Background: an optimization exercise with open tools, aiming at small area and a short achievable clock period. Do not read the settings as production practice. RTL that was checked went through simulation tests only; none was proved equivalent to the original. For run 1, only the layout was checked, not whether the RTL still works. Power is estimated from default activity; no workload was simulated.

==> flow/design.v <==
module mac_unit(
	input  logic        clk,
	input  logic [7:0]  neg, one, two,
	input  logic        four7,
	input  logic [15:0] weight,
	input  logic        load_product,
	input  logic        acc_zero,
	input  logic        add,
	input  logic        fold,
	input  logic        relu,
	output logic        zero,           
	input  logic [3:0]  sel,
	input  logic        valid,
	output logic [15:0] output_feature
);
	logic [31:0] acc, acc_in, addend_s, addend_c, sum, product_s, product_c;
	booth_mul mul(.neg(neg), .one(one), .two(two), .four7(four7), .w(weight),
	              .ps(product_s), .pc(product_c));
	assign acc_in = acc_zero ? '0 : acc;
	add3 adder(.a(acc_in), .b(addend_s), .c(addend_c), .s(sum));
	always_ff @(posedge clk) begin
		if (load_product) begin
			addend_s <= product_s;
			addend_c <= product_c;
		end
		if (add)
			acc <= sum;
		if (fold)
			zero <= relu & sum[31];
	end
	always_comb begin
		case (sel)
			4'd0, 4'd1:              output_feature = acc[31:16];
			4'd2, 4'd3, 4'd6, 4'd15: output_feature = acc[30:15];
			4'd4, 4'd5, 4'd12:       output_feature = acc[29:14];
			4'd13:                   output_feature = acc[25:10];
			4'd14:                   output_feature = acc[27:12];
			default:                 output_feature = acc[28:13];
		endcase
		if (!valid) output_feature = '0;
	end
endmodule
module add3(input logic [31:0] a, input logic [31:0] b, input logic [31:0] c,
            output logic [31:0] s);
	logic [31:0] x, y, p, g;
	logic [32:0] cy;
	always_comb begin
		x = a ^ b ^ c;
		y = {(a[30:0] & b[30:0]) | (a[30:0] & c[30:0]) | (b[30:0] & c[30:0]), 1'b0};
		p = x ^ y;
		g = x & y;
		cy[0] = 1'b0;
		for (int k = 0; k < 32; k += 4) begin
			cy[k+1] = g[k] | (p[k] & cy[k]);
			cy[k+2] = g[k+1] | (p[k+1] & g[k]) | (p[k+1] & p[k] & cy[k]);
			cy[k+3] = g[k+2] | (p[k+2] & g[k+1]) | (p[k+2] & p[k+1] & g[k])
			        | (p[k+2] & p[k+1] & p[k] & cy[k]);
			cy[k+4] = g[k+3] | (p[k+3] & g[k+2]) | (p[k+3] & p[k+2] & g[k+1])
			        | (p[k+3] & p[k+2] & p[k+1] & g[k]) | (p[k+3] & p[k+2] & p[k+1] & p[k] & cy[k]);
		end
		s = p ^ cy[31:0];
	end
endmodule
module booth_mul(input [7:0] neg, input [7:0] one, input [7:0] two, input four7, input [15:0] w, output [31:0] ps, output [31:0] pc);
  wire m1;
  assign m1 = (one[0] & w[0]) | (two[0] & 1'b0);
  wire pp2;
  assign pp2 = ~(m1 ^ neg[0]);
  wire m3;
  assign m3 = (one[0] & w[1]) | (two[0] & w[0]);
  wire pp4;
  assign pp4 = ~(m3 ^ neg[0]);
  wire m5;
  assign m5 = (one[0] & w[2]) | (two[0] & w[1]);
  wire pp6;
  assign pp6 = ~(m5 ^ neg[0]);
  wire m7;
  assign m7 = (one[0] & w[3]) | (two[0] & w[2]);
  wire pp8;
  assign pp8 = ~(m7 ^ neg[0]);
  wire m9;
  assign m9 = (one[0] & w[4]) | (two[0] & w[3]);
  wire pp10;
  assign pp10 = ~(m9 ^ neg[0]);
  wire m11;
  assign m11 = (one[0] & w[5]) | (two[0] & w[4]);
  wire pp12;
  assign pp12 = ~(m11 ^ neg[0]);
  wire m13;
  assign m13 = (one[0] & w[6]) | (two[0] & w[5]);
  wire pp14;
  assign pp14 = ~(m13 ^ neg[0]);
  wire m15;
  assign m15 = (one[0] & w[7]) | (two[0] & w[6]);
  wire pp16;
  assign pp16 = ~(m15 ^ neg[0]);
  wire m17;
  assign m17 = (one[0] & w[8]) | (two[0] & w[7]);
  wire pp18;
  assign pp18 = ~(m17 ^ neg[0]);
  wire m19;
  assign m19 = (one[0] & w[9]) | (two[0] & w[8]);
  wire pp20;
  assign pp20 = ~(m19 ^ neg[0]);
  wire m21;
  assign m21 = (one[0] & w[10]) | (two[0] & w[9]);
  wire pp22;
  assign pp22 = ~(m21 ^ neg[0]);
  wire m23;
  assign m23 = (one[0] & w[11]) | (two[0] & w[10]);
  wire pp24;
  assign pp24 = ~(m23 ^ neg[0]);
  wire m25;
  assign m25 = (one[0] & w[12]) | (two[0] & w[11]);
  wire pp26;
  assign pp26 = ~(m25 ^ neg[0]);
  wire m27;
  assign m27 = (one[0] & w[13]) | (two[0] & w[12]);
  wire pp28;
  assign pp28 = ~(m27 ^ neg[0]);
  wire m29;
  assign m29 = (one[0] & w[14]) | (two[0] & w[13]);
  wire pp30;
  assign pp30 = ~(m29 ^ neg[0]);
  wire m31;
  assign m31 = (one[0] & w[15]) | (two[0] & w[14]);
  wire pp32;
  assign pp32 = ~(m31 ^ neg[0]);
  wire m33;
  assign m33 = (one[0] & w[15]) | (two[0] & w[15]);
  wire ps34;
  assign ps34 = (m33 ^ neg[0]);
  wire n35;
  assign n35 = ~neg[0];
  wire m36;
  assign m36 = (one[1] & w[0]) | (two[1] & 1'b0);
  wire pp37;
  assign pp37 = ~(m36 ^ neg[1]);
  wire m38;
  assign m38 = (one[1] & w[1]) | (two[1] & w[0]);
  wire pp39;
  assign pp39 = ~(m38 ^ neg[1]);
  wire m40;
  assign m40 = (one[1] & w[2]) | (two[1] & w[1]);
  wire pp41;
  assign pp41 = ~(m40 ^ neg[1]);
  wire m42;
  assign m42 = (one[1] & w[3]) | (two[1] & w[2]);
  wire pp43;
  assign pp43 = ~(m42 ^ neg[1]);
  wire m44;
  assign m44 = (one[1] & w[4]) | (two[1] & w[3]);
  wire pp45;
  assign pp45 = ~(m44 ^ neg[1]);
  wire m46;
  assign m46 = (one[1] & w[5]) | (two[1] & w[4]);
  wire pp47;
  assign pp47 = ~(m46 ^ neg[1]);
  wire m48;
  assign m48 = (one[1] & w[6]) | (two[1] & w[5]);
  wire pp49;
  assign pp49 = ~(m48 ^ neg[1]);
  wire m50;
  assign m50 = (one[1] & w[7]) | (two[1] & w[6]);
  wire pp51;
  assign pp51 = ~(m50 ^ neg[1]);
  wire m52;
  assign m52 = (one[1] & w[8]) | (two[1] & w[7]);
  wire pp53;
  assign pp53 = ~(m52 ^ neg[1]);
  wire m54;
  assign m54 = (one[1] & w[9]) | (two[1] & w[8]);
  wire pp55;
  assign pp55 = ~(m54 ^ neg[1]);
  wire m56;
  assign m56 = (one[1] & w[10]) | (two[1] & w[9]);
  wire pp57;
  assign pp57 = ~(m56 ^ neg[1]);
  wire m58;
  assign m58 = (one[1] & w[11]) | (two[1] & w[10]);
  wire pp59;
  assign pp59 = ~(m58 ^ neg[1]);
  wire m60;
  assign m60 = (one[1] & w[12]) | (two[1] & w[11]);
  wire pp61;
  assign pp61 = ~(m60 ^ neg[1]);
  wire m62;
  assign m62 = (one[1] & w[13]) | (two[1] & w[12]);
  wire pp63;
  assign pp63 = ~(m62 ^ neg[1]);
  wire m64;
  assign m64 = (one[1] & w[14]) | (two[1] & w[13]);
  wire pp65;
  assign pp65 = ~(m64 ^ neg[1]);
  wire m66;
  assign m66 = (one[1] & w[15]) | (two[1] & w[14]);
  wire pp67;
  assign pp67 = ~(m66 ^ neg[1]);
  wire m68;
  assign m68 = (one[1] & w[15]) | (two[1] & w[15]);
  wire ps69;
  assign ps69 = (m68 ^ neg[1]);
  wire n70;
  assign n70 = ~neg[1];
  wire m71;
  assign m71 = (one[2] & w[0]) | (two[2] & 1'b0);
  wire pp72;
  assign pp72 = ~(m71 ^ neg[2]);
  wire m73;
  assign m73 = (one[2] & w[1]) | (two[2] & w[0]);
  wire pp74;
  assign pp74 = ~(m73 ^ neg[2]);
  wire m75;
  assign m75 = (one[2] & w[2]) | (two[2] & w[1]);
  wire pp76;
  assign pp76 = ~(m75 ^ neg[2]);
  wire m77;
  assign m77 = (one[2] & w[3]) | (two[2] & w[2]);
  wire pp78;
  assign pp78 = ~(m77 ^ neg[2]);
  wire m79;
  assign m79 = (one[2] & w[4]) | (two[2] & w[3]);
  wire pp80;
  assign pp80 = ~(m79 ^ neg[2]);
  wire m81;
  assign m81 = (one[2] & w[5]) | (two[2] & w[4]);
  wire pp82;
  assign pp82 = ~(m81 ^ neg[2]);
  wire m83;
  assign m83 = (one[2] & w[6]) | (two[2] & w[5]);
  wire pp84;
  assign pp84 = ~(m83 ^ neg[2]);
  wire m85;
  assign m85 = (one[2] & w[7]) | (two[2] & w[6]);
  wire pp86;
  assign pp86 = ~(m85 ^ neg[2]);
  wire m87;
  assign m87 = (one[2] & w[8]) | (two[2] & w[7]);
  wire pp88;
  assign pp88 = ~(m87 ^ neg[2]);
  wire m89;
  assign m89 = (one[2] & w[9]) | (two[2] & w[8]);
  wire pp90;
  assign pp90 = ~(m89 ^ neg[2]);
  wire m91;
  assign m91 = (one[2] & w[10]) | (two[2] & w[9]);
  wire pp92;
  assign pp92 = ~(m91 ^ neg[2]);
  wire m93;
  assign m93 = (one[2] & w[11]) | (two[2] & w[10]);
  wire pp94;
  assign pp94 = ~(m93 ^ neg[2]);
  wire m95;
  assign m95 = (one[2] & w[12]) | (two[2] & w[11]);
  wire pp96;
  assign pp96 = ~(m95 ^ neg[2]);
  wire m97;
  assign m97 = (one[2] & w[13]) | (two[2] & w[12]);
  wire pp98;
  assign pp98 = ~(m97 ^ neg[2]);
  wire m99;
  assign m99 = (one[2] & w[14]) | (two[2] & w[13]);
  wire pp100;
  assign pp100 = ~(m99 ^ neg[2]);
  wire m101;
  assign m101 = (one[2] & w[15]) | (two[2] & w[14]);
  wire pp102;
  assign pp102 = ~(m101 ^ neg[2]);
  wire m103;
  assign m103 = (one[2] & w[15]) | (two[2] & w[15]);
  wire ps104;
  assign ps104 = (m103 ^ neg[2]);
  wire n105;
  assign n105 = ~neg[2];
  wire m106;
  assign m106 = (one[3] & w[0]) | (two[3] & 1'b0);
  wire pp107;
  assign pp107 = ~(m106 ^ neg[3]);
  wire m108;
  assign m108 = (one[3] & w[1]) | (two[3] & w[0]);
  wire pp109;
  assign pp109 = ~(m108 ^ neg[3]);
  wire m110;
  assign m110 = (one[3] & w[2]) | (two[3] & w[1]);
  wire pp111;
  assign pp111 = ~(m110 ^ neg[3]);
  wire m112;
  assign m112 = (one[3] & w[3]) | (two[3] & w[2]);
  wire pp113;
  assign pp113 = ~(m112 ^ neg[3]);
  wire m114;
  assign m114 = (one[3] & w[4]) | (two[3] & w[3]);
  wire pp115;
  assign pp115 = ~(m114 ^ neg[3]);
  wire m116;
  assign m116 = (one[3] & w[5]) | (two[3] & w[4]);
  wire pp117;
  assign pp117 = ~(m116 ^ neg[3]);
  wire m118;
  assign m118 = (one[3] & w[6]) | (two[3] & w[5]);
  wire pp119;
  assign pp119 = ~(m118 ^ neg[3]);
  wire m120;
  assign m120 = (one[3] & w[7]) | (two[3] & w[6]);
  wire pp121;
  assign pp121 = ~(m120 ^ neg[3]);
  wire m122;
  assign m122 = (one[3] & w[8]) | (two[3] & w[7]);
  wire pp123;
  assign pp123 = ~(m122 ^ neg[3]);
  wire m124;
  assign m124 = (one[3] & w[9]) | (two[3] & w[8]);
  wire pp125;
  assign pp125 = ~(m124 ^ neg[3]);
  wire m126;
  assign m126 = (one[3] & w[10]) | (two[3] & w[9]);
  wire pp127;
  assign pp127 = ~(m126 ^ neg[3]);
  wire m128;
  assign m128 = (one[3] & w[11]) | (two[3] & w[10]);
  wire pp129;
  assign pp129 = ~(m128 ^ neg[3]);
  wire m130;
  assign m130 = (one[3] & w[12]) | (two[3] & w[11]);
  wire pp131;
  assign pp131 = ~(m130 ^ neg[3]);
  wire m132;
  assign m132 = (one[3] & w[13]) | (two[3] & w[12]);
  wire pp133;
  assign pp133 = ~(m132 ^ neg[3]);
  wire m134;
  assign m134 = (one[3] & w[14]) | (two[3] & w[13]);
  wire pp135;
  assign pp135 = ~(m134 ^ neg[3]);
  wire m136;
  assign m136 = (one[3] & w[15]) | (two[3] & w[14]);
  wire pp137;
  assign pp137 = ~(m136 ^ neg[3]);
  wire m138;
  assign m138 = (one[3] & w[15]) | (two[3] & w[15]);
  wire ps139;
  assign ps139 = (m138 ^ neg[3]);
  wire n140;
  assign n140 = ~neg[3];
  wire m141;
  assign m141 = (one[4] & w[0]) | (two[4] & 1'b0);
  wire pp142;
  assign pp142 = ~(m141 ^ neg[4]);
  wire m143;
  assign m143 = (one[4] & w[1]) | (two[4] & w[0]);
  wire pp144;
  assign pp144 = ~(m143 ^ neg[4]);
  wire m145;
  assign m145 = (one[4] & w[2]) | (two[4] & w[1]);
  wire pp146;
  assign pp146 = ~(m145 ^ neg[4]);
  wire m147;
  assign m147 = (one[4] & w[3]) | (two[4] & w[2]);
  wire pp148;
  assign pp148 = ~(m147 ^ neg[4]);
  wire m149;
  assign m149 = (one[4] & w[4]) | (two[4] & w[3]);
  wire pp150;
  assign pp150 = ~(m149 ^ neg[4]);
  wire m151;
  assign m151 = (one[4] & w[5]) | (two[4] & w[4]);
  wire pp152;
  assign pp152 = ~(m151 ^ neg[4]);
  wire m153;
  assign m153 = (one[4] & w[6]) | (two[4] & w[5]);
  wire pp154;
  assign pp154 = ~(m153 ^ neg[4]);
  wire m155;
  assign m155 = (one[4] & w[7]) | (two[4] & w[6]);
  wire pp156;
  assign pp156 = ~(m155 ^ neg[4]);
  wire m157;
  assign m157 = (one[4] & w[8]) | (two[4] & w[7]);
  wire pp158;
  assign pp158 = ~(m157 ^ neg[4]);
  wire m159;
  assign m159 = (one[4] & w[9]) | (two[4] & w[8]);
  wire pp160;
  assign pp160 = ~(m159 ^ neg[4]);
  wire m161;
  assign m161 = (one[4] & w[10]) | (two[4] & w[9]);
  wire pp162;
  assign pp162 = ~(m161 ^ neg[4]);
  wire m163;
  assign m163 = (one[4] & w[11]) | (two[4] & w[10]);
  wire pp164;
  assign pp164 = ~(m163 ^ neg[4]);
  wire m165;
  assign m165 = (one[4] & w[12]) | (two[4] & w[11]);
  wire pp166;
  assign pp166 = ~(m165 ^ neg[4]);
  wire m167;
  assign m167 = (one[4] & w[13]) | (two[4] & w[12]);
  wire pp168;
  assign pp168 = ~(m167 ^ neg[4]);
  wire m169;
  assign m169 = (one[4] & w[14]) | (two[4] & w[13]);
  wire pp170;
  assign pp170 = ~(m169 ^ neg[4]);
  wire m171;
  assign m171 = (one[4] & w[15]) | (two[4] & w[14]);
  wire pp172;
  assign pp172 = ~(m171 ^ neg[4]);
  wire m173;
  assign m173 = (one[4] & w[15]) | (two[4] & w[15]);
  wire ps174;
  assign ps174 = (m173 ^ neg[4]);
  wire n175;
  assign n175 = ~neg[4];
  wire m176;
  assign m176 = (one[5] & w[0]) | (two[5] & 1'b0);
  wire pp177;
  assign pp177 = ~(m176 ^ neg[5]);
  wire m178;
  assign m178 = (one[5] & w[1]) | (two[5] & w[0]);
  wire pp179;
  assign pp179 = ~(m178 ^ neg[5]);
  wire m180;
  assign m180 = (one[5] & w[2]) | (two[5] & w[1]);
  wire pp181;
  assign pp181 = ~(m180 ^ neg[5]);
  wire m182;
  assign m182 = (one[5] & w[3]) | (two[5] & w[2]);
  wire pp183;
  assign pp183 = ~(m182 ^ neg[5]);
  wire m184;
  assign m184 = (one[5] & w[4]) | (two[5] & w[3]);
  wire pp185;
  assign pp185 = ~(m184 ^ neg[5]);
  wire m186;
  assign m186 = (one[5] & w[5]) | (two[5] & w[4]);
  wire pp187;
  assign pp187 = ~(m186 ^ neg[5]);
  wire m188;
  assign m188 = (one[5] & w[6]) | (two[5] & w[5]);
  wire pp189;
  assign pp189 = ~(m188 ^ neg[5]);
  wire m190;
  assign m190 = (one[5] & w[7]) | (two[5] & w[6]);
  wire pp191;
  assign pp191 = ~(m190 ^ neg[5]);
  wire m192;
  assign m192 = (one[5] & w[8]) | (two[5] & w[7]);
  wire pp193;
  assign pp193 = ~(m192 ^ neg[5]);
  wire m194;
  assign m194 = (one[5] & w[9]) | (two[5] & w[8]);
  wire pp195;
  assign pp195 = ~(m194 ^ neg[5]);
  wire m196;
  assign m196 = (one[5] & w[10]) | (two[5] & w[9]);
  wire pp197;
  assign pp197 = ~(m196 ^ neg[5]);
  wire m198;
  assign m198 = (one[5] & w[11]) | (two[5] & w[10]);
  wire pp199;
  assign pp199 = ~(m198 ^ neg[5]);
  wire m200;
  assign m200 = (one[5] & w[12]) | (two[5] & w[11]);
  wire pp201;
  assign pp201 = ~(m200 ^ neg[5]);
  wire m202;
  assign m202 = (one[5] & w[13]) | (two[5] & w[12]);
  wire pp203;
  assign pp203 = ~(m202 ^ neg[5]);
  wire m204;
  assign m204 = (one[5] & w[14]) | (two[5] & w[13]);
  wire pp205;
  assign pp205 = ~(m204 ^ neg[5]);
  wire m206;
  assign m206 = (one[5] & w[15]) | (two[5] & w[14]);
  wire pp207;
  assign pp207 = ~(m206 ^ neg[5]);
  wire m208;
  assign m208 = (one[5] & w[15]) | (two[5] & w[15]);
  wire ps209;
  assign ps209 = (m208 ^ neg[5]);
  wire n210;
  assign n210 = ~neg[5];
  wire m211;
  assign m211 = (one[6] & w[0]) | (two[6] & 1'b0);
  wire pp212;
  assign pp212 = ~(m211 ^ neg[6]);
  wire m213;
  assign m213 = (one[6] & w[1]) | (two[6] & w[0]);
  wire pp214;
  assign pp214 = ~(m213 ^ neg[6]);
  wire m215;
  assign m215 = (one[6] & w[2]) | (two[6] & w[1]);
  wire pp216;
  assign pp216 = ~(m215 ^ neg[6]);
  wire m217;
  assign m217 = (one[6] & w[3]) | (two[6] & w[2]);
  wire pp218;
  assign pp218 = ~(m217 ^ neg[6]);
  wire m219;
  assign m219 = (one[6] & w[4]) | (two[6] & w[3]);
  wire pp220;
  assign pp220 = ~(m219 ^ neg[6]);
  wire m221;
  assign m221 = (one[6] & w[5]) | (two[6] & w[4]);
  wire pp222;
  assign pp222 = ~(m221 ^ neg[6]);
  wire m223;
  assign m223 = (one[6] & w[6]) | (two[6] & w[5]);
  wire pp224;
  assign pp224 = ~(m223 ^ neg[6]);
  wire m225;
  assign m225 = (one[6] & w[7]) | (two[6] & w[6]);
  wire pp226;
  assign pp226 = ~(m225 ^ neg[6]);
  wire m227;
  assign m227 = (one[6] & w[8]) | (two[6] & w[7]);
  wire pp228;
  assign pp228 = ~(m227 ^ neg[6]);
  wire m229;
  assign m229 = (one[6] & w[9]) | (two[6] & w[8]);
  wire pp230;
  assign pp230 = ~(m229 ^ neg[6]);
  wire m231;
  assign m231 = (one[6] & w[10]) | (two[6] & w[9]);
  wire pp232;
  assign pp232 = ~(m231 ^ neg[6]);
  wire m233;
  assign m233 = (one[6] & w[11]) | (two[6] & w[10]);
  wire pp234;
  assign pp234 = ~(m233 ^ neg[6]);
  wire m235;
  assign m235 = (one[6] & w[12]) | (two[6] & w[11]);
  wire pp236;
  assign pp236 = ~(m235 ^ neg[6]);
  wire m237;
  assign m237 = (one[6] & w[13]) | (two[6] & w[12]);
  wire pp238;
  assign pp238 = ~(m237 ^ neg[6]);
  wire m239;
  assign m239 = (one[6] & w[14]) | (two[6] & w[13]);
  wire pp240;
  assign pp240 = ~(m239 ^ neg[6]);
  wire m241;
  assign m241 = (one[6] & w[15]) | (two[6] & w[14]);
  wire pp242;
  assign pp242 = ~(m241 ^ neg[6]);
  wire m243;
  assign m243 = (one[6] & w[15]) | (two[6] & w[15]);
  wire ps244;
  assign ps244 = (m243 ^ neg[6]);
  wire n245;
  assign n245 = ~neg[6];
  wire m246;
  assign m246 = (one[7] & w[0]) | (two[7] & 1'b0) | (four7 & 1'b0);
  wire pp247;
  assign pp247 = ~(m246 ^ neg[7]);
  wire m248;
  assign m248 = (one[7] & w[1]) | (two[7] & w[0]) | (four7 & 1'b0);
  wire pp249;
  assign pp249 = ~(m248 ^ neg[7]);
  wire m250;
  assign m250 = (one[7] & w[2]) | (two[7] & w[1]) | (four7 & w[0]);
  wire pp251;
  assign pp251 = ~(m250 ^ neg[7]);
  wire m252;
  assign m252 = (one[7] & w[3]) | (two[7] & w[2]) | (four7 & w[1]);
  wire pp253;
  assign pp253 = ~(m252 ^ neg[7]);
  wire m254;
  assign m254 = (one[7] & w[4]) | (two[7] & w[3]) | (four7 & w[2]);
  wire pp255;
  assign pp255 = ~(m254 ^ neg[7]);
  wire m256;
  assign m256 = (one[7] & w[5]) | (two[7] & w[4]) | (four7 & w[3]);
  wire pp257;
  assign pp257 = ~(m256 ^ neg[7]);
  wire m258;
  assign m258 = (one[7] & w[6]) | (two[7] & w[5]) | (four7 & w[4]);
  wire pp259;
  assign pp259 = ~(m258 ^ neg[7]);
  wire m260;
  assign m260 = (one[7] & w[7]) | (two[7] & w[6]) | (four7 & w[5]);
  wire pp261;
  assign pp261 = ~(m260 ^ neg[7]);
  wire m262;
  assign m262 = (one[7] & w[8]) | (two[7] & w[7]) | (four7 & w[6]);
  wire pp263;
  assign pp263 = ~(m262 ^ neg[7]);
  wire m264;
  assign m264 = (one[7] & w[9]) | (two[7] & w[8]) | (four7 & w[7]);
  wire pp265;
  assign pp265 = ~(m264 ^ neg[7]);
  wire m266;
  assign m266 = (one[7] & w[10]) | (two[7] & w[9]) | (four7 & w[8]);
  wire pp267;
  assign pp267 = ~(m266 ^ neg[7]);
  wire m268;
  assign m268 = (one[7] & w[11]) | (two[7] & w[10]) | (four7 & w[9]);
  wire pp269;
  assign pp269 = ~(m268 ^ neg[7]);
  wire m270;
  assign m270 = (one[7] & w[12]) | (two[7] & w[11]) | (four7 & w[10]);
  wire pp271;
  assign pp271 = ~(m270 ^ neg[7]);
  wire m272;
  assign m272 = (one[7] & w[13]) | (two[7] & w[12]) | (four7 & w[11]);
  wire pp273;
  assign pp273 = ~(m272 ^ neg[7]);
  wire m274;
  assign m274 = (one[7] & w[14]) | (two[7] & w[13]) | (four7 & w[12]);
  wire pp275;
  assign pp275 = ~(m274 ^ neg[7]);
  wire m276;
  assign m276 = (one[7] & w[15]) | (two[7] & w[14]) | (four7 & w[13]);
  wire pp277;
  assign pp277 = ~(m276 ^ neg[7]);
  wire m278;
  assign m278 = (one[7] & w[15]) | (two[7] & w[15]) | (four7 & w[14]);
  wire pp279;
  assign pp279 = ~(m278 ^ neg[7]);
  wire m280;
  assign m280 = (one[7] & w[15]) | (two[7] & w[15]) | (four7 & w[15]);
  wire pp281;
  assign pp281 = ~(m280 ^ neg[7]);
  wire n282;
  assign n282 = ~neg[7];
  wire s283;
  wire c284;
  assign s283 = ~(pp22 ^ pp53);
  assign c284 = pp22 | pp53;
  wire s285;
  wire c286;
  assign s285 = ~(pp24 ^ pp55);
  assign c286 = pp24 | pp55;
  wire s287;
  wire c288;
  assign {c288, s287} = pp26 + pp57 + pp88;
  wire s289;
  wire c290;
  assign s289 = ~(pp119 ^ pp150);
  assign c290 = pp119 | pp150;
  wire s291;
  wire c292;
  assign {c292, s291} = pp28 + pp59 + pp90;
  wire s293;
  wire c294;
  assign s293 = ~(pp121 ^ pp152);
  assign c294 = pp121 | pp152;
  wire s295;
  wire c296;
  assign {c296, s295} = pp30 + pp61 + pp92;
  wire s297;
  wire c298;
  assign {c298, s297} = pp123 + pp154 + pp185;
  wire s299;
  wire c300;
  assign s299 = ~(pp216 ^ pp247);
  assign c300 = pp216 | pp247;
  wire s301;
  wire c302;
  assign {c302, s301} = pp32 + pp63 + pp94;
  wire s303;
  wire c304;
  assign {c304, s303} = pp125 + pp156 + pp187;
  wire s305;
  wire c306;
  assign s305 = ~(pp218 ^ pp249);
  assign c306 = pp218 | pp249;
  wire s307;
  wire c308;
  assign {c308, s307} = ps34 + pp65 + pp96;
  wire s309;
  wire c310;
  assign {c310, s309} = pp127 + pp158 + pp189;
  wire s311;
  wire c312;
  assign {c312, s311} = pp220 + pp251 + 1'b0;
  wire s313;
  wire c314;
  assign {c314, s313} = pp67 + pp98 + pp129;
  wire s315;
  wire c316;
  assign {c316, s315} = pp160 + pp191 + pp222;
  wire s317;
  wire c318;
  assign s317 = ~(pp253 ^ 1'b0);
  assign c318 = pp253 | 1'b0;
  wire s319;
  wire c320;
  assign {c320, s319} = ps69 + pp100 + pp131;
  wire s321;
  wire c322;
  assign {c322, s321} = pp162 + pp193 + pp224;
  wire s323;
  wire c324;
  assign {c324, s323} = pp102 + pp133 + pp164;
  wire s325;
  wire c326;
  assign s325 = ~(pp195 ^ pp226);
  assign c326 = pp195 | pp226;
  wire s327;
  wire c328;
  assign {c328, s327} = ps104 + pp135 + pp166;
  wire s329;
  wire c330;
  assign s329 = ~(pp137 ^ pp168);
  assign c330 = pp137 | pp168;
  wire s331;
  wire c332;
  assign s331 = ~(pp14 ^ pp45);
  assign c332 = pp14 | pp45;
  wire s333;
  wire c334;
  assign s333 = ~(pp16 ^ pp47);
  assign c334 = pp16 | pp47;
  wire s335;
  wire c336;
  assign {c336, s335} = pp18 + pp49 + pp80;
  wire s337;
  wire c338;
  assign s337 = ~(pp111 ^ pp142);
  assign c338 = pp111 | pp142;
  wire s339;
  wire c340;
  assign {c340, s339} = pp20 + pp51 + pp82;
  wire s341;
  wire c342;
  assign s341 = ~(pp113 ^ pp144);
  assign c342 = pp113 | pp144;
  wire s343;
  wire c344;
  assign {c344, s343} = s283 + pp84 + pp115;
  wire s345;
  wire c346;
  assign {c346, s345} = pp146 + pp177 + n210;
  wire s347;
  wire c348;
  assign {c348, s347} = c284 + s285 + pp86;
  wire s349;
  wire c350;
  assign {c350, s349} = pp117 + pp148 + pp179;
  wire s351;
  wire c352;
  assign {c352, s351} = c286 + s287 + s289;
  wire s353;
  wire c354;
  assign {c354, s353} = pp181 + pp212 + n245;
  wire s355;
  wire c356;
  assign {c356, s355} = c288 + c290 + s291;
  wire s357;
  wire c358;
  assign {c358, s357} = s293 + pp183 + pp214;
  wire s359;
  wire c360;
  assign {c360, s359} = c292 + c294 + s295;
  wire s361;
  wire c362;
  assign {c362, s361} = s297 + s299 + n282;
  wire s363;
  wire c364;
  assign {c364, s363} = c296 + c298 + c300;
  wire s365;
  wire c366;
  assign {c366, s365} = s301 + s303 + s305;
  wire s367;
  wire c368;
  assign {c368, s367} = c302 + c304 + c306;
  wire s369;
  wire c370;
  assign {c370, s369} = s307 + s309 + s311;
  wire s371;
  wire c372;
  assign {c372, s371} = c308 + c310 + c312;
  wire s373;
  wire c374;
  assign {c374, s373} = s313 + s315 + s317;
  wire s375;
  wire c376;
  assign {c376, s375} = c314 + c316 + c318;
  wire s377;
  wire c378;
  assign {c378, s377} = s319 + s321 + pp255;
  wire s379;
  wire c380;
  assign {c380, s379} = c320 + c322 + s323;
  wire s381;
  wire c382;
  assign {c382, s381} = s325 + pp257 + 1'b0;
  wire s383;
  wire c384;
  assign {c384, s383} = c324 + c326 + s327;
  wire s385;
  wire c386;
  assign {c386, s385} = pp197 + pp228 + pp259;
  wire s387;
  wire c388;
  assign {c388, s387} = c328 + s329 + pp199;
  wire s389;
  wire c390;
  assign {c390, s389} = pp230 + pp261 + 1'b0;
  wire s391;
  wire c392;
  assign {c392, s391} = c330 + ps139 + pp170;
  wire s393;
  wire c394;
  assign {c394, s393} = pp201 + pp232 + pp263;
  wire s395;
  wire c396;
  assign {c396, s395} = pp172 + pp203 + pp234;
  wire s397;
  wire c398;
  assign s397 = ~(pp265 ^ 1'b0);
  assign c398 = pp265 | 1'b0;
  wire s399;
  wire c400;
  assign {c400, s399} = ps174 + pp205 + pp236;
  wire s401;
  wire c402;
  assign s401 = ~(pp207 ^ pp238);
  assign c402 = pp207 | pp238;
  wire s403;
  wire c404;
  assign s403 = ~(pp10 ^ pp41);
  assign c404 = pp10 | pp41;
  wire s405;
  wire c406;
  assign s405 = ~(pp12 ^ pp43);
  assign c406 = pp12 | pp43;
  wire s407;
  wire c408;
  assign {c408, s407} = s331 + pp76 + pp107;
  wire s409;
  wire c410;
  assign {c410, s409} = c332 + s333 + pp78;
  wire s411;
  wire c412;
  assign {c412, s411} = c334 + s335 + s337;
  wire s413;
  wire c414;
  assign {c414, s413} = c336 + c338 + s339;
  wire s415;
  wire c416;
  assign {c416, s415} = c340 + c342 + s343;
  wire s417;
  wire c418;
  assign {c418, s417} = c344 + c346 + s347;
  wire s419;
  wire c420;
  assign {c420, s419} = c348 + c350 + s351;
  wire s421;
  wire c422;
  assign {c422, s421} = c352 + c354 + s355;
  wire s423;
  wire c424;
  assign {c424, s423} = c356 + c358 + s359;
  wire s425;
  wire c426;
  assign {c426, s425} = c360 + c362 + s363;
  wire s427;
  wire c428;
  assign {c428, s427} = c364 + c366 + s367;
  wire s429;
  wire c430;
  assign {c430, s429} = c368 + c370 + s371;
  wire s431;
  wire c432;
  assign {c432, s431} = c372 + c374 + s375;
  wire s433;
  wire c434;
  assign {c434, s433} = c376 + c378 + s379;
  wire s435;
  wire c436;
  assign {c436, s435} = c380 + c382 + s383;
  wire s437;
  wire c438;
  assign {c438, s437} = c384 + c386 + s387;
  wire s439;
  wire c440;
  assign {c440, s439} = c388 + c390 + s391;
  wire s441;
  wire c442;
  assign {c442, s441} = c392 + c394 + s395;
  wire s443;
  wire c444;
  assign {c444, s443} = c396 + c398 + s399;
  wire s445;
  wire c446;
  assign {c446, s445} = c400 + s401 + pp269;
  wire s447;
  wire c448;
  assign {c448, s447} = c402 + ps209 + pp240;
  wire s449;
  wire c450;
  assign s449 = ~(pp242 ^ pp273);
  assign c450 = pp242 | pp273;
  wire s451;
  wire c452;
  assign s451 = ~(pp6 ^ pp37);
  assign c452 = pp6 | pp37;
  wire s453;
  wire c454;
  assign s453 = ~(pp8 ^ pp39);
  assign c454 = pp8 | pp39;
  wire s455;
  wire c456;
  assign {c456, s455} = s403 + pp72 + n105;
  wire s457;
  wire c458;
  assign {c458, s457} = c404 + s405 + pp74;
  wire s459;
  wire c460;
  assign {c460, s459} = c406 + s407 + n140;
  wire s461;
  wire c462;
  assign {c462, s461} = c408 + s409 + pp109;
  wire s463;
  wire c464;
  assign {c464, s463} = c410 + s411 + n175;
  wire s465;
  wire c466;
  assign {c466, s465} = c412 + s413 + s341;
  wire s467;
  wire c468;
  assign {c468, s467} = c414 + s415 + s345;
  wire s469;
  wire c470;
  assign {c470, s469} = c416 + s417 + s349;
  wire s471;
  wire c472;
  assign {c472, s471} = c418 + s419 + s353;
  wire s473;
  wire c474;
  assign {c474, s473} = c420 + s421 + s357;
  wire s475;
  wire c476;
  assign {c476, s475} = c422 + s423 + s361;
  wire s477;
  wire c478;
  assign {c478, s477} = c424 + s425 + s365;
  wire s479;
  wire c480;
  assign {c480, s479} = c426 + s427 + s369;
  wire s481;
  wire c482;
  assign {c482, s481} = c428 + s429 + s373;
  wire s483;
  wire c484;
  assign {c484, s483} = c430 + s431 + s377;
  wire s485;
  wire c486;
  assign {c486, s485} = c432 + s433 + s381;
  wire s487;
  wire c488;
  assign {c488, s487} = c434 + s435 + s385;
  wire s489;
  wire c490;
  assign {c490, s489} = c436 + s437 + s389;
  wire s491;
  wire c492;
  assign {c492, s491} = c438 + s439 + s393;
  wire s493;
  wire c494;
  assign {c494, s493} = c440 + s441 + s397;
  wire s495;
  wire c496;
  assign {c496, s495} = c442 + s443 + pp267;
  wire s497;
  wire c498;
  assign {c498, s497} = c444 + s445 + 1'b0;
  wire s499;
  wire c500;
  assign {c500, s499} = c446 + s447 + pp271;
  wire s501;
  wire c502;
  assign {c502, s501} = c448 + s449 + 1'b0;
  wire s503;
  wire c504;
  assign {c504, s503} = c450 + ps244 + pp275;
  wire s505;
  wire c506;
  assign s505 = ~(pp277 ^ 1'b0);
  assign c506 = pp277 | 1'b0;
  wire s507;
  wire c508;
  assign s507 = ~(pp279 ^ 1'b0);
  assign c508 = pp279 | 1'b0;
  wire s509;
  wire c510;
  assign s509 = ~(pp281 ^ 1'b0);
  assign c510 = pp281 | 1'b0;
  assign ps = {~c508, ~c506, ~c504, ~c502, ~c500, ~c498, ~c496, ~c494, ~c492, ~c490, ~c488, ~c486, ~c484, ~c482, ~c480, ~c478, ~c476, ~c474, ~c472, ~c470, ~c468, ~c466, ~c464, ~c462, ~c460, ~c458, ~c456, ~c454, ~c452, ~s451, ~pp4, ~pp2};
  assign pc = {~s509, ~s507, ~s505, ~s503, ~s501, ~s499, ~s497, ~s495, ~s493, ~s491, ~s489, ~s487, ~s485, ~s483, ~s481, ~s479, ~s477, ~s475, ~s473, ~s471, ~s469, ~s467, ~s465, ~s463, ~s461, ~s459, ~s457, ~s455, ~s453, ~n70, ~1'b1, ~n35};
endmodule
module pe_array #(parameter NPE = 4)(
	input  logic              clk,
	input  logic              rst_n_pe,
	input  logic              weight_valid,
	input  logic              feature_valid,
	input  logic [15:0]       feature_in,      
	input  logic [NPE*16-1:0] weight_in,       
	input  logic [3:0]        conv_num,
	input  logic              capture,         
	output logic [NPE*16-1:0] output_feature,  
	input  logic              relu_en,
	input  logic              partial_en
);
	localparam logic [1:0] IDLE = 2'd0, BIAS = 2'd1, FOLD = 2'd2, OUT = 2'd3;
	logic [1:0] state;
	logic [3:0] conv_prev, conv_cap;
	logic       relu_prev, keep_prev;
	logic       acc_zero, have;
	logic       mac_step, bias_step, bias_load, load_product, add, fold;
	logic [NPE-1:0] zero, valid_cap;
	logic [7:0] neg, one, two;
	logic       four7;
	logic [7:0] f_neg, f_one, f_two, b_one, b_two;
	logic       b_four7, keep;
	logic [NPE*16-1:0] weight;
	assign mac_step     = (state == IDLE) & feature_valid & weight_valid;
	assign bias_step    = (state == IDLE) & ~feature_valid & weight_valid;
	assign bias_load    = bias_step & rst_n_pe;
	assign load_product = mac_step | (state == BIAS && !keep_prev);
	assign add          = (mac_step | bias_step) & have;
	assign fold         = (state == FOLD) & have;
	booth_enc enc(.f(feature_in), .neg(f_neg), .one(f_one), .two(f_two));
	always_comb begin
		logic [4:0] sh;
		logic       zero_bias;
		keep = 1'b0;
		zero_bias = 1'b0;
		sh = 5'd0;
		if (partial_en) begin
			case (conv_num)
				4'd0, 4'd1:                     sh = 5'd16;
				4'd2, 4'd3, 4'd6:               sh = 5'd15;
				4'd4, 4'd5, 4'd12:              sh = 5'd14;
				4'd7, 4'd8, 4'd9, 4'd10, 4'd11: sh = 5'd13;
				default:                        keep = 1'b1;
			endcase
		end else begin
			case (conv_num)
				4'd0, 4'd12:                    sh = 5'd9;
				4'd1:                           sh = 5'd6;
				4'd2, 4'd10:                    sh = 5'd3;
				4'd3, 4'd9:                     sh = 5'd2;
				4'd4, 4'd5, 4'd6, 4'd8:         sh = 5'd1;
				4'd7:                           zero_bias = 1'b1;
				4'd11:                          sh = 5'd4;
				default:                        sh = 5'd0;
			endcase
		end
		for (int j = 0; j < 8; j++) begin
			b_one[j] = ~zero_bias & ~keep & (sh == 5'(2 * j));
			b_two[j] = ~zero_bias & ~keep & (sh == 5'(2 * j + 1));
		end
		b_four7 = ~keep & (sh == 5'd16);
	end
	always_ff @(posedge clk) begin
		conv_prev <= conv_num;
		relu_prev <= relu_en;
		keep_prev <= keep;
		if (capture) begin
			conv_cap  <= conv_prev;
			valid_cap <= {NPE{state == OUT && !acc_zero}} & ~zero;
		end
		if (bias_load) begin
			neg <= '0; one <= b_one; two <= b_two; four7 <= b_four7;
		end else begin
			neg <= f_neg; one <= f_one; two <= f_two; four7 <= 1'b0;
			weight <= weight_in;
		end
		if (!rst_n_pe) begin
			state    <= IDLE;
			acc_zero <= 1'b1;
			have     <= 1'b0;
		end else begin
			case (state)
				IDLE: if (bias_step) state <= BIAS;
				BIAS: state <= FOLD;
				default: state <= OUT;
			endcase
			if (load_product) have <= 1'b1;
			if (add || fold) acc_zero <= 1'b0;
		end
	end
	for (genvar i = 0; i < NPE; i++) begin : mac
		mac_unit u(
			.clk(clk),
			.neg(neg), .one(one), .two(two), .four7(four7),
			.weight(weight[i*16 +: 16]),
			.load_product(load_product),
			.acc_zero(acc_zero),
			.add(add | fold),
			.fold(state == FOLD),
			.relu(relu_prev & have),
			.zero(zero[i]),
			.sel(conv_cap),
			.valid(valid_cap[i]),
			.output_feature(output_feature[i*16 +: 16])
		);
	end
endmodule
module booth_enc(input logic [15:0] f, output logic [7:0] neg, output logic [7:0] one,
                 output logic [7:0] two);
	logic [16:0] fx;
	assign fx = {f, 1'b0};
	always_comb
		for (int j = 0; j < 8; j++) begin
			neg[j] = fx[2*j+2] & ~(fx[2*j+1] & fx[2*j]);
			one[j] = fx[2*j+1] ^ fx[2*j];
			two[j] = (fx[2*j+2] & ~fx[2*j+1] & ~fx[2*j]) | (~fx[2*j+2] & fx[2*j+1] & fx[2*j]);
		end
endmodule
module onchip_read_master_weight #(parameter NPE = 4)(
	input  logic        clk,
	input  logic        rst_n,
	output logic [16:0] addr_read,
	output logic [NPE*2-1:0] byteenable,
	output logic        read,
	input  logic        wait_request,
	input  logic        readdatavalid,
	output logic        chipselect,
	input  logic [16:0] addr_read_input,
	input  logic        read_en_input,
	output logic        data_valid,
	output logic        readdatavalid_out
);
	logic state;         
	logic read_en_reg;
	logic xfer;
	assign byteenable = {(NPE*2){1'b1}};
	assign readdatavalid_out = readdatavalid;
	assign xfer = readdatavalid & ~wait_request;
	always_ff @(posedge clk) begin
		if (rst_n) addr_read <= addr_read_input;
	end
	always_ff @(posedge clk) begin
		if (!rst_n) begin
			state       <= 1'b0;
			data_valid  <= 1'b0;
			read        <= 1'b0;
			chipselect  <= 1'b0;
			read_en_reg <= 1'b0;
		end else begin
			read_en_reg <= read_en_input;
			data_valid  <= state & xfer;
			chipselect  <= read_en_reg & (~state | xfer);
			if (!state && read_en_reg) read <= 1'b1;
			if (!state) state <= read_en_reg;
			else if (xfer && !read_en_reg) state <= 1'b0;
		end
	end
endmodule
module onchip_read_master_input(
	input  logic        clk,
	input  logic        rst_n,
	output logic [16:0] addr_read,
	output logic [1:0]  byteenable,
	output logic        read,
	input  logic        wait_request,
	input  logic        readdatavalid,
	output logic        chipselect,
	input  logic [16:0] addr_read_input,
	input  logic        read_en_input,
	output logic        data_valid,
	output logic        readdatavalid_out
);
	logic state;         
	logic read_en_reg;
	logic xfer;
	assign byteenable = 2'b11;
	assign readdatavalid_out = readdatavalid;
	assign xfer = readdatavalid & ~wait_request;
	always_ff @(posedge clk) begin
		if (rst_n) addr_read <= addr_read_input;
	end
	always_ff @(posedge clk) begin
		if (!rst_n) begin
			state       <= 1'b0;
			data_valid  <= 1'b0;
			read        <= 1'b0;
			chipselect  <= 1'b0;
			read_en_reg <= 1'b0;
		end else begin
			read_en_reg <= read_en_input;
			data_valid  <= state & xfer;
			chipselect  <= read_en_reg & (~state | xfer);
			if (!state && read_en_reg) read <= 1'b1;
			if (!state) state <= read_en_reg;
			else if (xfer && !read_en_reg) state <= 1'b0;
		end
	end
endmodule
module p1024_to_s16 #(parameter NPE = 4)(
	input  logic              clk,
	input  logic              rst_n,
	input  logic [NPE*16-1:0] datain_pe,
	input  logic              input_en_control,
	output logic              capture,
	input  logic [14:0]       addr_in_control,
	input  logic              pool_en,
	input  logic              output_en,
	output logic [15:0]       writedata_output,
	output logic [14:0]       address_output,
	output logic              write_output,
	input  logic              waitrequest_output,
	output logic [1:0]        byteenable_output,
	output logic              chipselect
);
	localparam logic [2:0] IDLE = 3'd0, POOL_INIT = 3'd1, POOL = 3'd2, OUT0 = 3'd3;
	localparam logic [2:0] OUTN = OUT0 + NPE;
	logic [2:0]  state;
	logic [NPE*16-1:0] buffer_out;
	logic [14:0] address_output_in;
	assign byteenable_output = 2'b11;
	assign write_output = 1'b1;
	assign chipselect = 1'b0;
	assign capture = (state == IDLE) & input_en_control;
	always_ff @(posedge clk) begin
		if (capture)
			address_output_in <= addr_in_control;
		else if (state >= OUT0 && state != OUTN && output_en && !waitrequest_output)
			address_output_in <= address_output_in + 15'd2;
	end
	always_ff @(posedge clk) begin
		if (!rst_n) begin
			state <= IDLE;
			buffer_out <= '0;
			address_output <= '0;
			writedata_output <= '0;
		end else begin
			case (state)
				IDLE: if (input_en_control) state <= POOL_INIT;
				POOL_INIT: state <= POOL;
				POOL: begin
					for (int k = 0; k < NPE; k++)
						if (!pool_en || $signed(datain_pe[k*16 +: 16]) > $signed(buffer_out[k*16 +: 16]))
							buffer_out[k*16 +: 16] <= datain_pe[k*16 +: 16];
					state <= OUT0;
				end
				default: begin
					if (!output_en)
						state <= IDLE;
					else if (!waitrequest_output) begin
						if (state == OUTN)
							state <= IDLE;
						else begin
							address_output   <= address_output_in;
							writedata_output <= buffer_out[15:0];
							buffer_out       <= buffer_out >> 16;
							state            <= state + 3'd1;
						end
					end
				end
			endcase
		end
	end
endmodule
module pe_array_top #(parameter NPE = 4)
                   (input logic clk,
                    input logic rst_n,
                    input logic rst_n_pe,
                    input logic [3:0] conv_num,
                    input logic partial_en_control,
                    input logic [NPE*16-1:0]data_readw_weight,
                    input logic [15:0]data_readi_input,
                    output logic [15:0]data_write_output,
                    output logic [16:0]addr_readi_input,
                    output logic [16:0]addr_readw_weight,
                    output logic [14:0]addr_write_output,
                    output logic [1:0]byteenable_readi_input,
                    output logic [NPE*2-1:0]byteenable_readw_weight,
		            output logic [1:0]byteenable_write_output,
                    input logic [16:0]addr_readi_control,
                    input logic [16:0]addr_readw_control,
                    input logic [14:0]addr_write_control,
                    input logic pool_en_control,
                    input logic relu_en_control,
                    input logic output_en_control,
		            input logic waitrequest_output,
		            input logic waitrequest_input,
		            input logic waitrequest_weight,
                    input logic en_write_control,
                    input logic en_readi_control,
                    input logic en_readw_control,
                    input logic readdatavalid_input,
                    input logic readdatavalid_weight,
                    output logic write_output,
                    output logic read_readw_weight,
                    output logic read_readi_input,
                    output logic chipselect_input,
                    output logic chipselect_weight,
                    output logic chipselect_output,
                    output logic readdatavalid_out_input,
                    output logic readdatavalid_out_weight
                    );
logic[NPE*16-1:0]data_write_pe;
logic data_valid_readi_pe;
logic data_valid_readw_pe;
logic capture;
p1024_to_s16 #(.NPE(NPE)) pts(.clk(clk),
			 	.rst_n(rst_n),
				.datain_pe(data_write_pe),
				.input_en_control(en_write_control),
				.capture(capture),
				.addr_in_control(addr_write_control),
				.writedata_output(data_write_output),
				.address_output(addr_write_output),
				.write_output(write_output),
				.waitrequest_output(waitrequest_output),
				.byteenable_output(byteenable_write_output),
				.chipselect(chipselect_output),
				.pool_en(pool_en_control),
				.output_en(output_en_control)
                );
onchip_read_master_weight #(.NPE(NPE)) master_to_weight_bias(.clk(clk),
                                         .addr_read(addr_readw_weight),
                                         .byteenable(byteenable_readw_weight),
                                         .read(read_readw_weight),
					                     .wait_request(waitrequest_weight),
                                         .addr_read_input(addr_readw_control),
                                         .read_en_input(en_readw_control),
                                         .rst_n(rst_n),
                                         .readdatavalid(readdatavalid_weight),
                                         .data_valid(data_valid_readw_pe),
                                         .chipselect(chipselect_weight),
                                         .readdatavalid_out(readdatavalid_out_weight)
                                         );
onchip_read_master_input master_to_input(.clk(clk),
                                   .addr_read(addr_readi_input),
                                   .byteenable(byteenable_readi_input),
                                   .read(read_readi_input),
				   				   .wait_request(waitrequest_input),
                                   .addr_read_input(addr_readi_control),
                                   .read_en_input(en_readi_control),
                                   .rst_n(rst_n),
                                   .readdatavalid(readdatavalid_input),
                                   .data_valid(data_valid_readi_pe),
                                   .chipselect(chipselect_input),
                                   .readdatavalid_out(readdatavalid_out_input)
                                   );
pe_array #(.NPE(NPE)) array(.clk(clk),
               .rst_n_pe(rst_n_pe),
               .feature_valid(data_valid_readi_pe),
	       	   .weight_valid(data_valid_readw_pe),
               .feature_in(data_readi_input),
               .conv_num(conv_num),
               .capture(capture),
               .output_feature(data_write_pe),
               .weight_in(data_readw_weight),
               .relu_en(relu_en_control),
               .partial_en(partial_en_control));
endmodule 
==> flow/flow/run.sh <==
#!/bin/bash
# Standard synthesis unchanged, then the standard layout steps with other settings.
set -eo pipefail
bash standard.sh synth > synth.log 2>&1
bash standard.sh BUFFER_PORTS_ARGS="-buffer_cell sky130_fd_sc_hd__buf_1" SETUP_SLACK_MARGIN=5.8 CTS_ARGS="-sink_clustering_enable -repair_clock_nets -dont_use_dummy_load -buf_list sky130_fd_sc_hd__clkbuf_8 -sink_clustering_size 12 -sink_clustering_max_diameter 60" finish > layout.log 2>&1
==> flow/standard.sh <==
#!/bin/bash
# synth_recipe.tcl (not shown) runs the flow's synth.tcl, then flattens the netlist and writes it again
# the make line also repeats each setting of config.mk as NAME=value (left out here)
make -C /OpenROAD-flow-scripts/flow DESIGN_CONFIG=/design/flow/config.mk WORK_HOME=/design/flow/orfs CLKGATE_MAP_FILE= SYNTH_SCRIPT=/design/flow/synth_recipe.tcl "${@:-finish}"
==> flow/config.mk <==
export PLATFORM = sky130hd
export DESIGN_NAME = pe_array_top
export DESIGN_NICKNAME = pe_array_top
export VERILOG_FILES = /design/flow/design.v
export SDC_FILE = /design/flow/constraint.sdc
export NUM_CORES = 8
export LEC_CHECK = 0
export CAP_MARGIN = 20
export CORE_MARGIN = 2
export CORE_UTILIZATION = 40
export SLEW_MARGIN = 20
==> flow/constraint.sdc <==
create_clock -name core_clock -period 10.0 [get_ports {clk}]
set_input_delay 2.0000 -clock core_clock [delete_from_list [all_inputs] [get_ports {clk}]]
set_output_delay 2.0000 -clock core_clock [all_outputs]
set_load 0.01 [all_outputs]
==> impl_metrics.env, run 1 <==
export IMPL_syn_area_per_cell_um2=10.3
export IMPL_ys_seq_area_share_pct=33.1
export IMPL_postRouteAntennaNets=0
export IMPL_cts_max_path_buffers=3
export IMPL_cp_num_buf_inv=2
export IMPL_htreeDepth=3
export IMPL_n_fill_cell=12600
export IMPL_crit_fanout=2
export IMPL_holdWs_ns=0.454
export IMPL_yosys_top_cells_area="edfxtp_1 (28%), fa_1 (18%), ha_1 (6.9%)"
export IMPL_fin_setup_tns_ns=0
export IMPL_fin_crit_ns=4.21
export IMPL_worstSetupStartpoint="readdatavalid_input"
export IMPL_synth_edf_count=499
export IMPL_hp_class="register to register"
export IMPL_criticalPathCategory="primary input to output port"
export IMPL_worstHoldPathCells=2
export IMPL_ir_drop_v=0.000122
export IMPL_insertion_delay_ns=0.79
export IMPL_layout_commonest_cell="inv_1"
export IMPL_synth_area_um2=54000
export IMPL_critPathCapture="readdatavalid_out_input"
export IMPL_yosys_warnings=7
export IMPL_grt_usage_pct=22.1
export IMPL_multi_input_comb_area_um2=32500
export IMPL_leakagePower_nw=22.8
export IMPL_fin_nets=6130
export IMPL_core_um2=134000
export IMPL_antenna_found_initial=13
export IMPL_cts_tree="built"
export IMPL_regToRegSetupSlack_ns=5.94
export IMPL_grt_first_pass_wirelength_um=239000
export IMPL_cts_root_buf="clkbuf_8"
export IMPL_grt_max_degree=88
export IMPL_yosysTopAreaCell="edfxtp_1"
export IMPL_power_total_mw=12.2
export IMPL_port_buffers=218
export IMPL_cp_start_kind="primary input"
export IMPL_gp_congestion=0.869
export IMPL_rows=134
export IMPL_die_w_um=371
export IMPL_drive_gt1_share_pct=5.96
export IMPL_vias_per_cell=5.70
export IMPL_power_density_nw_per_um2=210
export IMPL_numCtsBuffers=81
export IMPL_drv_slew=0
export IMPL_ios=233
export IMPL_fmax_ghz=0.238
export IMPL_slew_headroom_pct=31.1
export IMPL_path_cells="buf_8 > buf_6"
export IMPL_finish_utilization_pct=43.3
export IMPL_r2r_cells=17
export IMPL_grt_pass1_vias=40100
export IMPL_die_area_um2=138000
export IMPL_path_delay_family="buffers and inverters"
export IMPL_wl_um=155000
export IMPL_drv_cap=0
export IMPL_cp_required_ns=8.00
export IMPL_clk_pin_slew_worst_paths_ns=0.06
export IMPL_area_sequential_um2=17900
export IMPL_r2r_end="array.mac[0].u.acc[29]$_DFFE_PP_"
export IMPL_rsz0062_at_grt="yes"
export IMPL_drcViolationCount=0
export IMPL_slowest_stage="buf_6"
export IMPL_synth_top_area_share_pct=27.8
export IMPL_dp_hpwl_um=106000
export IMPL_num_vias=39700
export IMPL_final_cell_mix="inv_1 (581), edfxtp_1 (499), fa_1 (484)"
export IMPL_cp_end_kind="output port"
export IMPL_setup_viol=0
export IMPL_finalWorstSetupSlack_ns=5.79
export IMPL_post_route_period_util_pct=42.1
export IMPL_status="complete, no violations"
export IMPL_initial_utilization_pct=40.4
export IMPL_syn_inst=5239
export IMPL_area_delta_synth_final_pct=7.11
export IMPL_hold_viol=0
export IMPL_die_y_um=371
export IMPL_reg_top3="array.mac.u.acc: 128 flops, array.mac.u.addend_s: 128 flops, array.mac.u.addend_c: 118 flops"
export IMPL_synth_seq_cells=642
export IMPL_worstPathArrival_ns=2.21
export IMPL_first_pass_iters=11
export IMPL_grt_overflow=0
export IMPL_tightestPinTransition_ns=1.03
export IMPL_cp_num_cells=2
export IMPL_synthArstFlopShare_pct=0
export IMPL_crit_path_max_incr_delay_ns=0.11
export IMPL_dp_slack_ns=4.90
export IMPL_finalClockSkew_ns=0.0890
export IMPL_synth_distinct_cells=86
export IMPL_reg2reg_from="array.acc_zero$_SDFFE_PN1P_"
export IMPL_drtIter0Drc=4549
export IMPL_synth_flop_cell="edfxtp_1"
export IMPL_cts_num_sinks=642
export IMPL_wl_per_cell_um=22.3
## metal layers
| layer | global-route usage (%) | routed length (um) | up-vias |
|---|---|---|---|
| met1 | 31.1 | 67600 | 19600 |
| met2 | 34.7 | 69400 | 1985 |
| met4 | 7.08 | 4530 | 0 |
| met3 | 3.92 | 13600 | 296 |
| li1 | - | - | 17900 |
| met5 | 0 | 0 | - |
## Yosys cell counts, types with 17 or more instances
cell type  instances
buf_4             21
or4_1             17
a21o_1            41
o31ai_1           20
fa_1             484
a211oi_1          27
buf_1             63
o21a_1            34
inv_1            585
nor2_1           132
and2_1            18
nand4_1           24
clkbuf_1         352
xor2_1           312
nor2b_1          119
o21ai_0          115
buf_2             21
a22oi_1          443
a21oi_1          232
nand2_1          462
xnor2_1          342
mux2i_1           27
ha_1             298
nand2b_1          19
a222oi_1         108
edfxtp_1         499
dfxtp_1          143
nand3_1           39
o22ai_1           21
## layout make-up
class	instances	share of cell area [%]
Sequential cell	642	31.0
Timing Repair inverter	1	0.0151
Tap cell	1768	3.83
Antenna cell	3	0.0130
Multi-Input combinational cell	3567	56.2
Inverter	589	3.86
Timing Repair Buffer	318	3.12
Clock buffer	81	1.93
## logic make-up (layout without fill, tap and decap cells)
kind of cell / after synthesis / in the layout / synth area share (%)
XOR/XNOR: 654 / 654 / 10.6
other: 2 / 17 / 0.0139
adder cells (fa/ha/maj): 782 / 782 / 24.9
AND/OR/NAND/NOR: 896 / 900 / 7.70
multiplexers: 41 / 42 / 0.835
AO/OA/AOI/OAI: 1172 / 1175 / 15.4
flip-flops: 642 / 642 / 33.1
buffers and inverters: 1050 / 989 / 7.53
## power breakdown
group | switching, mW | leakage, nW | internal [mW] | total (mW)
registers | 0.371 | 5.83 | 3.75 | 4.12
logic | 3.67 | 16.4 | 2.71 | 6.38
clock network | 0.948 | 0.582 | 0.713 | 1.66
## worst min path at each step
stage	startpoint	end
floorplan	array.conv_prev[0]$_DFF_P_	array.conv_cap[0]$_DFFE_PP_
global placement	master_to_weight_bias.state$_SDFF_PN0_	master_to_weight_bias.chipselect$_SDFF_PN0_
detailed placement	master_to_weight_bias.state$_SDFF_PN0_	master_to_weight_bias.chipselect$_SDFF_PN0_
CTS	pts.writedata_output[7]$_SDFFE_PN0P_	pts.writedata_output[7]$_SDFFE_PN0P_
global route	pts.address_output[0]$_SDFFE_PN0P_	pts.address_output[0]$_SDFFE_PN0P_
finish	pts.writedata_output[3]$_SDFFE_PN0P_	pts.writedata_output[3]$_SDFFE_PN0P_
## stage by stage
step	instances	instance area, um2
3_5_place_dp	6840	55800
4_1_cts	6941	57300
2_1_floorplan	5251	54000
6_report	6969	57800
3_3_place_gp	6840	55800
5_1_grt	6969	57800
## repair_timing
item,4_1_cts,5_1_grt
setup endpoints to repair,159,122
resized for setup,43,63
cloned,4,7
setup buffers,16,16
pin swaps,3,14
hold buffers,0,0
==> run 2, diff against run 1 <==
--- a/flow/design.v
+++ b/flow/design.v
@@ -1215,3 +1215,3 @@
 	logic [2:0]  state;
-	logic [NPE*16-1:0] buffer_out;
+	logic [NPE*16-1:0] buffer_out_n;    
 	logic [14:0] address_output_in;
@@ -1221,2 +1221,15 @@
 	assign capture = (state == IDLE) & input_en_control;
+	function automatic logic greater(input logic [15:0] x, input logic [15:0] y);
+		logic [15:0] a, b, g, e;
+		a = {~x[15], x[14:0]};
+		b = {~y[15], y[14:0]};
+		g = a & ~b;
+		e = ~(a ^ b);
+		for (int w = 1; w < 16; w = w * 2)
+			for (int i = 0; i < 16; i += 2 * w) begin
+				g[i] = g[i + w] | (e[i + w] & g[i]);
+				e[i] = e[i + w] & e[i];
+			end
+		greater = g[0];
+	endfunction
 	always_ff @(posedge clk) begin
@@ -1230,3 +1243,3 @@
 			state <= IDLE;
-			buffer_out <= '0;
+			buffer_out_n <= '1;
 			address_output <= '0;
@@ -1239,4 +1252,4 @@
 					for (int k = 0; k < NPE; k++)
-						if (!pool_en || $signed(datain_pe[k*16 +: 16]) > $signed(buffer_out[k*16 +: 16]))
-							buffer_out[k*16 +: 16] <= datain_pe[k*16 +: 16];
+						if (!pool_en || greater(datain_pe[k*16 +: 16], ~buffer_out_n[k*16 +: 16]))
+							buffer_out_n[k*16 +: 16] <= ~datain_pe[k*16 +: 16];
 					state <= OUT0;
@@ -1251,4 +1264,4 @@
 							address_output   <= address_output_in;
-							writedata_output <= buffer_out[15:0];
-							buffer_out       <= buffer_out >> 16;
+							writedata_output <= ~buffer_out_n[15:0];
+							buffer_out_n     <= {16'hffff, buffer_out_n[NPE*16-1:16]};
 							state            <= state + 3'd1;
==> flow/flow/run.sh (replaced) <==
#!/bin/bash
# Standard synthesis unchanged, then the standard layout steps with other settings.
set -eo pipefail
bash standard.sh synth > synth.log 2>&1
bash standard.sh BUFFER_PORTS_ARGS="-buffer_cell sky130_fd_sc_hd__buf_1" SETUP_SLACK_MARGIN=5.8 CTS_ARGS="-sink_clustering_enable -repair_clock_nets -dont_use_dummy_load -buf_list sky130_fd_sc_hd__clkbuf_8 -sink_clustering_size 10 -sink_clustering_max_diameter 50" finish > layout.log 2>&1
--- a/flow/config.mk
+++ b/flow/config.mk
@@ -9,3 +9,3 @@
 export CORE_MARGIN = 2
-export CORE_UTILIZATION = 40
+export CORE_UTILIZATION = 55
 export SLEW_MARGIN = 20
==> run 2 against run 1 <==
- hold slack lost 0.0082 ns
- sequential power grew 3%
- combinational power grew 3%
- wire length shrank 1.2%
- register-to-register slack lost 0.04 ns
- still clean
- clock-buffer cell count grew 15
- clock skew shrank 0.012 ns
- synthesized area shrank 1.6%
- maximum frequency grew 0.24%
- non-clock buffer count grew 6
- global-route usage grew 8.4 points
==> impl_metrics.env, run 2 <==
export IMPL_status="complete, no violations"
export IMPL_die_y_um=315
export IMPL_fin_setup_tns_ns=0
export IMPL_core_um2=95300
export IMPL_finish_utilization_pct=59.4
export IMPL_yosys_top_cells_area="edfxtp_1 (28%), fa_1 (18%), a22oi_1 (7.2%)"
export IMPL_numCtsBuffers=96
export IMPL_worstHoldPathCells=2
export IMPL_cp_end_kind="output port"
export IMPL_worstPathArrival_ns=2.20
export IMPL_ir_drop_v=0.000121
export IMPL_slew_headroom_pct=24.1
export IMPL_cts_num_sinks=642
export IMPL_synth_edf_count=499
export IMPL_tightestPinTransition_ns=1.14
export IMPL_r2r_cells=8
export IMPL_synthArstFlopShare_pct=0
export IMPL_wl_um=153000
export IMPL_leakagePower_nw=23.0
export IMPL_cp_num_cells=2
export IMPL_rows=113
export IMPL_layout_commonest_cell="inv_1"
export IMPL_crit_fanout=2
export IMPL_drv_slew=0
export IMPL_num_vias=38700
export IMPL_drive_gt1_share_pct=6.29
export IMPL_grt_first_pass_wirelength_um=233000
export IMPL_fin_nets=5918
export IMPL_synth_distinct_cells=79
export IMPL_finalClockSkew_ns=0.0765
export IMPL_criticalPathCategory="primary input to output port"
export IMPL_crit_top_cell="buf_6"
export IMPL_power_total_mw=12.6
export IMPL_wl_per_cell_um=24.5
export IMPL_drcViolationCount=0
export IMPL_synth_flop_cell="edfxtp_1"
export IMPL_die_w_um=315
export IMPL_first_pass_iters=13
export IMPL_hold_viol=0
export IMPL_ys_seq_area_share_pct=33.6
export IMPL_post_route_period_util_pct=42.0
export IMPL_clk_pin_slew_worst_paths_ns=0.07
export IMPL_dp_hpwl_um=103000
export IMPL_synth_area_um2=53100
export IMPL_insertion_delay_ns=0.78
export IMPL_regToRegSetupSlack_ns=5.90
export IMPL_dp_cells=6111
export IMPL_cts_tree="built"
export IMPL_vias_per_cell=6.19
export IMPL_path_cells="buf_6 > buf_6"
export IMPL_grt_usage_pct=30.5
export IMPL_cp_num_buf_inv=2
export IMPL_cts_max_path_buffers=3
export IMPL_cp_required_ns=8.00
export IMPL_grt_pass1_vias=38400
export IMPL_finalNonFillerCells=6259
export IMPL_syn_area_per_cell_um2=10.6
export IMPL_ios=233
export IMPL_initial_utilization_pct=55.7
export IMPL_yosysTopAreaCell="edfxtp_1"
export IMPL_holdWs_ns=0.446
export IMPL_path_delay_family="buffers and inverters"
export IMPL_setup_viol=0
export IMPL_reg_top3="array.mac.u.acc: 128 flops, array.mac.u.addend_s: 128 flops, array.mac.u.addend_c: 118 flops"
export IMPL_yosys_warnings=7
export IMPL_grt_max_degree=83
export IMPL_final_cell_mix="inv_1 (556), a22oi_1 (504), edfxtp_1 (499)"
export IMPL_port_buffers=218
export IMPL_die_area_um2=99100
export IMPL_crit_path_max_incr_delay_ns=0.11
export IMPL_synth_seq_cells=642
export IMPL_synth_top_area_share_pct=28.2
export IMPL_htreeDepth=3
export IMPL_drv_cap=0
export IMPL_grt_overflow=0
export IMPL_hold_buffers=0
export IMPL_slowest_stage="buf_6"
export IMPL_hp_class="register to register"
export IMPL_fmax_ghz=0.238
export IMPL_cp_start_kind="primary input"
export IMPL_drtIter0Drc=5385
export IMPL_cts_root_buf="clkbuf_8"
export IMPL_synth_common_cells="inv_1 (560), a22oi_1 (508), edfxtp_1 (499), fa_1 (484), nand2_1 (379)"
export IMPL_yosys_cell_count_top_type="inv_1"
export IMPL_area_delta_synth_final_pct=6.50
export IMPL_antenna_found_initial=4
export IMPL_fin_crit_ns=4.20
export IMPL_rsz0062_at_grt="yes"
export IMPL_gp_congestion=0.868
export IMPL_syn_inst=5009
export IMPL_postRouteAntennaNets=0
export IMPL_power_density_nw_per_um2=223
==> run 2: changes by cell type in the layout (fill, tap and decap cells not counted), moves of 16 or more <==
cell	before	now
a211oi_1	26	9
a21oi_1	224	98
a22oi_1	443	504
a311oi_1	16	0
a31oi_1	14	63
inv_1	581	556
nand2_1	461	379
nor2_1	128	92
o211a_1	1	18
o211ai_1	6	44
o21a_1	34	17
o31ai_1	19	3
or4_1	17	0
==> run 2: what timing repair did <==
item / in CTS / in global routing
hold endpoints to repair: 0 / 0
setup endpoints to repair: 151 / 102
buffers inserted: 13 / 27
pin swaps: 5 / 13
gates resized for setup: 39 / 61
gates cloned: 3 / 6
==> run 2: final timing paths <==
kind,startpoint,to
min reg2reg,master_to_input.read_en_reg$_SDFF_PN0_,master_to_input.chipselect$_SDFF_PN0_
min,master_to_input.read_en_reg$_SDFF_PN0_,master_to_input.chipselect$_SDFF_PN0_
max,readdatavalid_weight,readdatavalid_out_weight
max reg2reg,array.one[4]$_DFF_P_,array.mac[3].u.addend_c[19]$_DFFE_PP_
==> run 2: per-layer routing <==
metal	share of wire (%)	global-route usage, %	wire length, um
met5	0.0072	0	11
met4	3.6	10.5	5520
met3	9.9	5.87	15100
met2	44	45.6	67000
met1	43	44.6	65600
==> run 2: logic make-up after synthesis <==
logic type	Yosys count	synth area share (%)
muxes	29	0.575
adders and majority gates	777	25.1
DFF	642	33.6
buffers and inverters	1013	7.34
other	2	0.0141
xor gates and xnor gates	655	10.8
and+or+nand+nor	730	6.40
AOI/OAI and AO/OA	1161	16.1
==> run 2: layout make-up <==
cell class,count,area (um2)
Tap cell,1265,1580
Clock buffer,96,1320
Sequential cell,642,17900
Fill cell,8156,38700
Antenna cell,3,7.51
Multi-Input combinational cell,3368,31700
Inverter,561,2120
Timing Repair Buffer,324,1960
==> run 2: stage by stage <==
step | setup WS (ns) | area [um2]
final | 5.80 | 56600
after global routing | 5.76 | 56600
after CTS | 5.77 | 56000
after detailed placement | 5.15 | 54300
after global placement | 5.26 | 54300
after floorplan | 5.37 | 53200
==> run 2: power breakdown <==
| group | switching [mW] | internal [mW] | leakage (nW) | total (mW) |
|---|---|---|---|---|
| registers | 0.449 | 3.81 | 5.84 | 4.25 |
| clock network | 0.966 | 0.840 | 0.690 | 1.81 |
| logic | 3.74 | 2.82 | 16.4 | 6.56 |

-- re-timing with driven ports --
How much do the figures lean on ideal ports? The routed layouts below were timed once more, with nothing changed but the port constraints.
Step 1 sets driving cells, clkbuf_16 on the clock port and buf_2 on the other inputs (assumed; they add their load-dependent delay and slew).
Step 2, shift: input delay + t, output delay - t, t = (earliest + latest rising clock arrival at the registers) / 2. This alone moves slack from input paths to output paths.
Three values: no drivers, after step 1, after step 2; two values: the first two.
run | t, ns | slack for setup (ns) | hold slack, ns
run 1 | 0.823 | 5.790 / 5.747 / 5.453 | 0.454 / 0.454 / 0.454
run 2 | 0.807 | 5.799 / 5.766 / 5.611 | 0.446 / 0.446 / 0.446
After both steps every run listed still meets setup and hold. For run 1, which loses most, drivers alone change the setup slack by -0.043 ns; drivers and shift together by -0.337 ns.
